Context: an optimization exercise on an open-source flow, tuned for small area, a short achievable clock period and few clock cycles per item. The choices shown serve that exercise and are no tape-out recipe. Only simulation tests tie the RTL to the original design; equivalence was not proved. No activity file was given, so power comes from the tool's default toggle rates.

`design/flow/run.sh`:
```
#!/bin/bash
# synth_recipe.tcl (not shown) runs the flow's synth.tcl, then flattens the netlist and writes it again
# the make line also repeats each setting of config.mk as NAME=value (left out here)
make -C /OpenROAD-flow-scripts/flow DESIGN_CONFIG=/design/flow/config.mk WORK_HOME=/design/flow/orfs CLKGATE_MAP_FILE= SYNTH_SCRIPT=/design/flow/synth_recipe.tcl finish
```
`design/flow/config.mk`:
```
export PLATFORM = sky130hd
export DESIGN_NAME = CNC
export DESIGN_NICKNAME = CNC
export VERILOG_FILES = /design/flow/design.v
export SDC_FILE = /design/flow/constraint.sdc
export NUM_CORES = 4
export LEC_CHECK = 0
export CAP_MARGIN = 20
export CORE_MARGIN = 2
export CORE_UTILIZATION = 40
export SLEW_MARGIN = 20
```
`design/flow/constraint.sdc`:
```
create_clock -name core_clock -period 7.5 [get_ports {clk}]
set_input_delay 1.5000 -clock core_clock [delete_from_list [all_inputs] [get_ports {clk}]]
set_output_delay 1.5000 -clock core_clock [all_outputs]
set_load 0.01 [all_outputs]
```
`design/flow/design.v`:
```
module CNC(
    clk,
    rst_n,
    IN_VALID,
    MODE,
    IN,
    OUT_VALID,
    OUT
    );
input           clk, rst_n, IN_VALID;
input   [ 1:0]  MODE;
input   [ 7:0]  IN;
output          OUT_VALID;
output  [16:0]  OUT;
parameter s_idle = 3'd0; 
parameter s_input = 3'd1;
parameter s_add = 3'd2;
parameter s_sub = 3'd3;
parameter s_mul = 3'd4;
parameter s_output = 3'd6; 
reg        OUT_VALID;
reg [16:0] OUT;
reg [2:0] current_state, next_state;
reg [2:0] cnt;
reg [1:0] MODE_r;
reg signed  [7:0] A, B, C, D;
reg signed [16:0] E, F;
wire       [16:0] ACC_OUT;
reg signed  [8:0] ACC_A, ACC_B;
reg signed [15:0] ACC_C;
always @(posedge clk) begin
    if(!rst_n)
        current_state <= s_idle;
    else
        current_state <= next_state;
end
always @(*) begin
    case(current_state)
		s_idle: if(IN_VALID) next_state = s_input;
				else         next_state = s_idle;
		s_input: if(cnt==2'd2)
					 case(MODE_r)
					 2'd0: next_state = s_add;
					 2'd1: next_state = s_sub;
					 2'd2: next_state = s_mul;
					 default: next_state = s_input;
					 endcase
				 else
					 next_state = s_input;
		s_add:   if(cnt==2'd1) next_state = s_output;
				 else next_state = s_add;
		s_sub:   if(cnt==2'd1) next_state = s_output;
				 else next_state = s_sub;
		s_mul:   if(cnt==2'd3) next_state = s_output;
				 else next_state = s_mul;
		s_output: if(cnt==2'd1) next_state = s_idle;
				 else next_state = s_output; 
		default: next_state = current_state;
    endcase
end
always @(posedge clk) begin
    if(!rst_n)
        cnt <= 'b0;
    else
		case(current_state)
			s_idle: cnt <= 2'b0;
			s_input: if(cnt==2'd2) cnt <= 2'b0;
					 else cnt <= cnt+1'b1;
			s_add:   if(cnt==2'd1) cnt <= 2'b0;
					 else cnt <= cnt+1'b1;
			s_sub:   if(cnt==2'd1) cnt <= 2'b0;
					 else cnt <= cnt+1'b1;
			s_mul:   if(cnt==2'd3) cnt <= 2'b0;
					 else cnt <= cnt+1'b1;
			s_output: if(cnt==2'd1) cnt <= 2'b0;
					 else cnt <= cnt+1'b1;
			default: cnt <= cnt;
		endcase
end
always @(posedge clk) begin
    if(!rst_n)
        MODE_r <= 2'b0;
    else
		case(current_state)
			s_idle: if(IN_VALID) MODE_r <= MODE;
			default: MODE_r <= MODE_r;
		endcase
end
always @(posedge clk) begin
    if(!rst_n)
        A <= 8'b0;
    else
		case(current_state)
			s_input: if(IN_VALID) A <= B;
			default: A <= A;
		endcase
end
always @(posedge clk) begin
    if(!rst_n)
        B <= 8'b0;
    else
		case(current_state)
			s_input: if(IN_VALID) B <= C;
			default: B <= B;
		endcase
end
always @(posedge clk) begin
    if(!rst_n)
        C <= 8'b0;
    else
		case(current_state)
			s_input: if(IN_VALID) C <= D;
			default: C <= C;
		endcase
end
always @(posedge clk) begin
    if(!rst_n)
        D <= 8'b0;
    else
		case(current_state)
			s_idle: if(IN_VALID) D <= IN;
			s_input: if(IN_VALID) D <= IN;
			default: D <= D;
		endcase
end
assign ACC_OUT = ACC_C + ACC_A * ACC_B;
always @(*) begin
    case(current_state)
		s_add: if(cnt==2'b0) ACC_C = A; else ACC_C = B;
		s_sub: if(cnt==2'b0) ACC_C = A; else ACC_C = B;
		s_mul: if(cnt==0) ACC_C = 0;
		       else if(cnt==1)  ACC_C = E;
			   else if(cnt==2)  ACC_C = 0;
			   else  		ACC_C = F;  
		default: ACC_C = 8'b0;
    endcase
end
always @(*) begin
    case(current_state)
		s_add: if(cnt==2'b0) ACC_A = C; else ACC_A = D;
		s_sub: if(cnt==0) ACC_A = C; else ACC_A = D;
		s_mul: if(cnt==0) ACC_A = A;
			else if(cnt==1)  ACC_A = B;
                        else if(cnt==2)  ACC_A = A;
                        else  ACC_A = B;
		default: ACC_A = 8'b0;
    endcase
end
always @(*) begin
    case(current_state)
		s_add: ACC_B = 8'b1;
		s_sub: ACC_B = -1;
		s_mul: if(cnt==2'b0) ACC_B = C;
		       else if(cnt==1)  ACC_B = -D;
                       else if(cnt==2)  ACC_B = D;
                       else ACC_B = C;
		default: ACC_B = 8'b0;
    endcase
end
always @(posedge clk) begin
    if(!rst_n)
        E <= 17'b0;
    else
    case(current_state)
		s_add: if(cnt==2'b0) E <= ACC_OUT; else E <= E;
		s_sub: if(cnt==2'b0) E <= ACC_OUT; else E <= E;
		s_mul: begin
			if(cnt==2'd0 || cnt==2'd1) E <= ACC_OUT;  
			else E <= E;
		end
		default: E <= E;
    endcase
end
always @(posedge clk) begin
    if(!rst_n)
        F <= 17'b0;
    else
    case(current_state)
		s_add: if(cnt==2'b1) F <= ACC_OUT; else F <= F;
		s_sub: if(cnt==2'b1) F <= ACC_OUT; else F <= F;
		s_mul: begin
			if(cnt==2'd2 || cnt==2'd3) F <= ACC_OUT;  
			else F <= F;
		end
		default: F <= F;
    endcase
end
always @(posedge clk) begin
    if(!rst_n)
        OUT_VALID <= 1'b0;
    else
		case(current_state)
		s_output: OUT_VALID <= 1'b1;
		default: OUT_VALID <= 1'b0;
		endcase
end
always @(posedge clk) begin
    if(!rst_n)
        OUT <= 17'b0;
    else
		case(current_state)
		s_output: if(cnt==2'b00) OUT <= E; else OUT <= F;
		default: OUT <= 17'b0;
		endcase
end
endmodule
```
==> summary.txt <==
how the worst max path moves through the flow:
stage	start	end	slack [ns]	cells after the start
floorplan	cnt[1]	E[14]	1.06	24
global placement	cnt[0]	E[14]	0.64	24
detailed placement	cnt[1]	E[14]	0.58	24
CTS	cnt[1]	E[14]	0.51	24
global route	cnt[1]	E[14]	0.02	24
finish	cnt[1]	E[14]	0.48	24
layout by cell type, fill, tap and decap left out, types with 4 or more instances in the layout:
master and n:
clkdlybuf4s50_1 29, buf_4 19, ha_1 52, a21o_1 7, a21boi_0 53, mux2i_1 15, inv_1 111, and2_1 6
dfxtp_1 92, nand3_1 15, clkbuf_16 9, xor2_1 4, o22a_1 6, nand2_1 202, o21ai_0 43, o211ai_1 4
nand4_1 10, nor2_1 64, fa_1 76, a21oi_1 58, a211oi_1 4, nand3b_1 5, xnor2_1 15, nor2b_1 6
a22oi_1 16, nand2b_1 15, and3_1 7, o22ai_1 4, o221ai_1 4
registers in the layout, indices dropped and copies added, names as in the netlist:
register	count
OUT_VALID	1
current_state	3
cnt	3
C	8
B	8
OUT	17
D	8
MODE_r	2
E	17
F	17
A	8
cell families after synthesis:
kind of cell    after synthesis  share of synthesized area (%)
xor+xnor                     19                           2.02
flops                        92                           22.4
buf+inv                     166                           8.79
simple gates                356                           19.6
fa+ha+maj                   128                           26.4
mux                          15                           1.82
compound gates              232                           18.9
worst register-to-register path, stage by stage (launching register included):
cell and delay [ns]:
dfxtp_1 0.43, inv_1 0.09, ha_1 0.38, nand2b_4 0.25, a21oi_2 0.14, buf_4 0.22
mux2i_1 0.25, o22a_1 0.35, a21oi_1 0.16, fa_1 0.66, inv_1 0.15, fa_1 0.56
inv_1 0.05, fa_1 0.48, fa_1 0.56, inv_1 0.06, fa_1 0.53, inv_1 0.04
ha_1 0.42, and4_1 0.24, nand4_1 0.09, and3_1 0.21, o21ai_0 0.22, xor2_1 0.13
a31o_2 0.26
power breakdown:
group | switching [mW] | internal [mW] | leakage [nW]
Combinational | 0.0759 | 0.0392 | 2.74
Clock | 0.224 | 0.267 | 0.151
Sequential | 0.0116 | 0.494 | 0.743
metal layers:
layer  share of wire, %  wire length, um  track usage (%)
met2                 44             9560             32.5
met5                  0                0                0
met4                2.1              442             6.97
met3                4.7             1010             2.59
met1                 49            10500             30.1
layout make-up:
| cell class | count | area [um^2] |
|---|---|---|
| Clock buffer | 9 | 225 |
| Clock inverter | 7 | 86.3 |
| Fill cell | 1993 | 11200 |
| Inverter | 113 | 424 |
| Multi-Input combinational cell | 750 | 5670 |
| Sequential cell | 92 | 1840 |
| Tap cell | 270 | 338 |
| Timing Repair Buffer | 49 | 438 |
==> summary.txt <==
Yosys top cell by area dfxtp_1; number of hold buffers added after CTS 0; Cell Chain, Critical Path inv_1, ha_1, nand2b_4, a21oi_2, buf_4, mux2i_1, o22a_1, a21oi_1, fa_1, inv_1, fa_1, inv_1, fa_1, fa_1, inv_1, fa_1, inv_1, ha_1, and4_1, nand4_1, and3_1, o21ai_0, xor2_1, a31o_2; cells after synthesis 1,008; vias in the first global route 6,884; core area 20,200 um^2; layout cells sized above 1 6.18%; setup violators final 0; post-route minimum period 7.02 ns; P per Cell Area 123 nW/um^2; global-route wire length before repair 36.3 mm; crit path kind flip-flop to flip-flop; number of synthesized register bits 92; maximum vdd ir drop 131 uV; Reg2Reg Depth 24; outcome no timing/DRC/antenna violations; row cnt 52; TritonRoute pass-1 iters 5; Post-CTS Setup Bufs 0; synthesis-to-finish area growth 9.61%; CP Buf/Inv Count 6; Distinct cells, synth 72; max incr delay on CP 0.66 ns; RSZ-0062 raised after global routing false; Cell Count, Final, Fillers Out 1,290; RR Startpoint cnt[1]; Total Routing Usage GR 20.8%; Num CTS Buffers 9; TNS Setup 0 ns; Arr. time, crit path 7.28 ns; initial antenna violation count 0; Synthesized Nets 1,149; DRC viols 0; Final Worst Setup Slack 0.478 ns; Static Leak 3.64 nW; fmax 0.142 GHz; pin count of the biggest net entering global routing 60; EDFF count, synth 0; most common cell in the netlist nand2_1; CTS Root Buffer Type clkbuf_16; Slew @ Worst Pin 0.978 ns; Worst Path Required 7.76 ns; worst hold path class flip-flop to flip-flop; Cell Area, Synth 8230 um^2; relative slew slack 34.6%; Tot Pwr 1.11 mW; WL/cell 16.7 um; diode count 0; Reg clk slew, reported paths 0.08 ns; DIE HEIGHT 147 um; Synth Warn # 1; hold depth 2; die width 147 um; CTS sink count 92; worst r2r dst E[14]; GR Overflow Total 0; Final period util 93.6%; vias per cell 5.34; Top Family by Delay on Critical Path adder cells; Setup crit start kind flip-flop; Post-DP Area 8710 um^2; ys async rst share 0%; Max clock buf depth 2; Min Hold Slack 0.462 ns; final core occ 44.6%; Crit-path slowest cell fa_1; number of DRC markers in iteration 0 446; Setup crit end kind flip-flop; sequential area share after synthesis 22.4%; worst skew pair latency 0.36 ns; r2r setup slk 0.48 ns; WHS Endpoint OUT[16]; via count 6,889; post_cts resized 0; Final Wtd Congestion 0.885; Inst Count DP 1,274; worst hold start E[16]; Routed Wire Length 21.5 mm; area of the die 21,700 um^2; Main synth FF type dfxtp_1; io pins 31; clock skew 0.0123 ns; CP max FO 14; max cap viols 0; Final Hold Vio Count 0; Starting Density 40.7%; CTS tree done; dpl ws 0.580 ns; Avg Synthesized Cell Area 8.16 um^2; H-tree Lvls 3; max-slew violation count 0; Detail Placement HPWL 16.2 mm; Port Buffers 30; Routed Antenna Nets 0; Final #Nets 1,156; final instance area 9020 um^2; Synth top cells by count nand2_1, inv_1, dfxtp_1, fa_1, nor2_1; post-synth top area share 22.4%; top cells by area, synth dfxtp_1, fa_1, nand2_1
Testbench counts, summed over its fixed seeds: cycles 10,420, items 1,200.

## what the ideal ports hide
No port has a modelled driver above. Below, the same layout with a new extraction and two added sets of constraints.
Step 1 sets driving cells, clkbuf_16 on the clock port and buf_2 on the other inputs (assumed; they add their load-dependent delay and slew).
Step 2 moves the port delays by t, midway between the first and last clock arrival at a register: inputs arrive t later, outputs are due t later. That takes back most of the time a late clock gives input paths.
Three values: no drivers, after step 1, after step 2; two values: the first two.
shift t [ns]: 0.394
setup WS [ns]: 0.478 / 0.478 / 0.478
latest minus earliest clock arrival (ns): 0.012 / 0.012
worst slew at a driven data input, ns: 0.03
After both steps setup and hold are still met in this run. For this run, drivers alone change the setup slack by 0.000 ns; drivers and shift together by 0.000 ns.
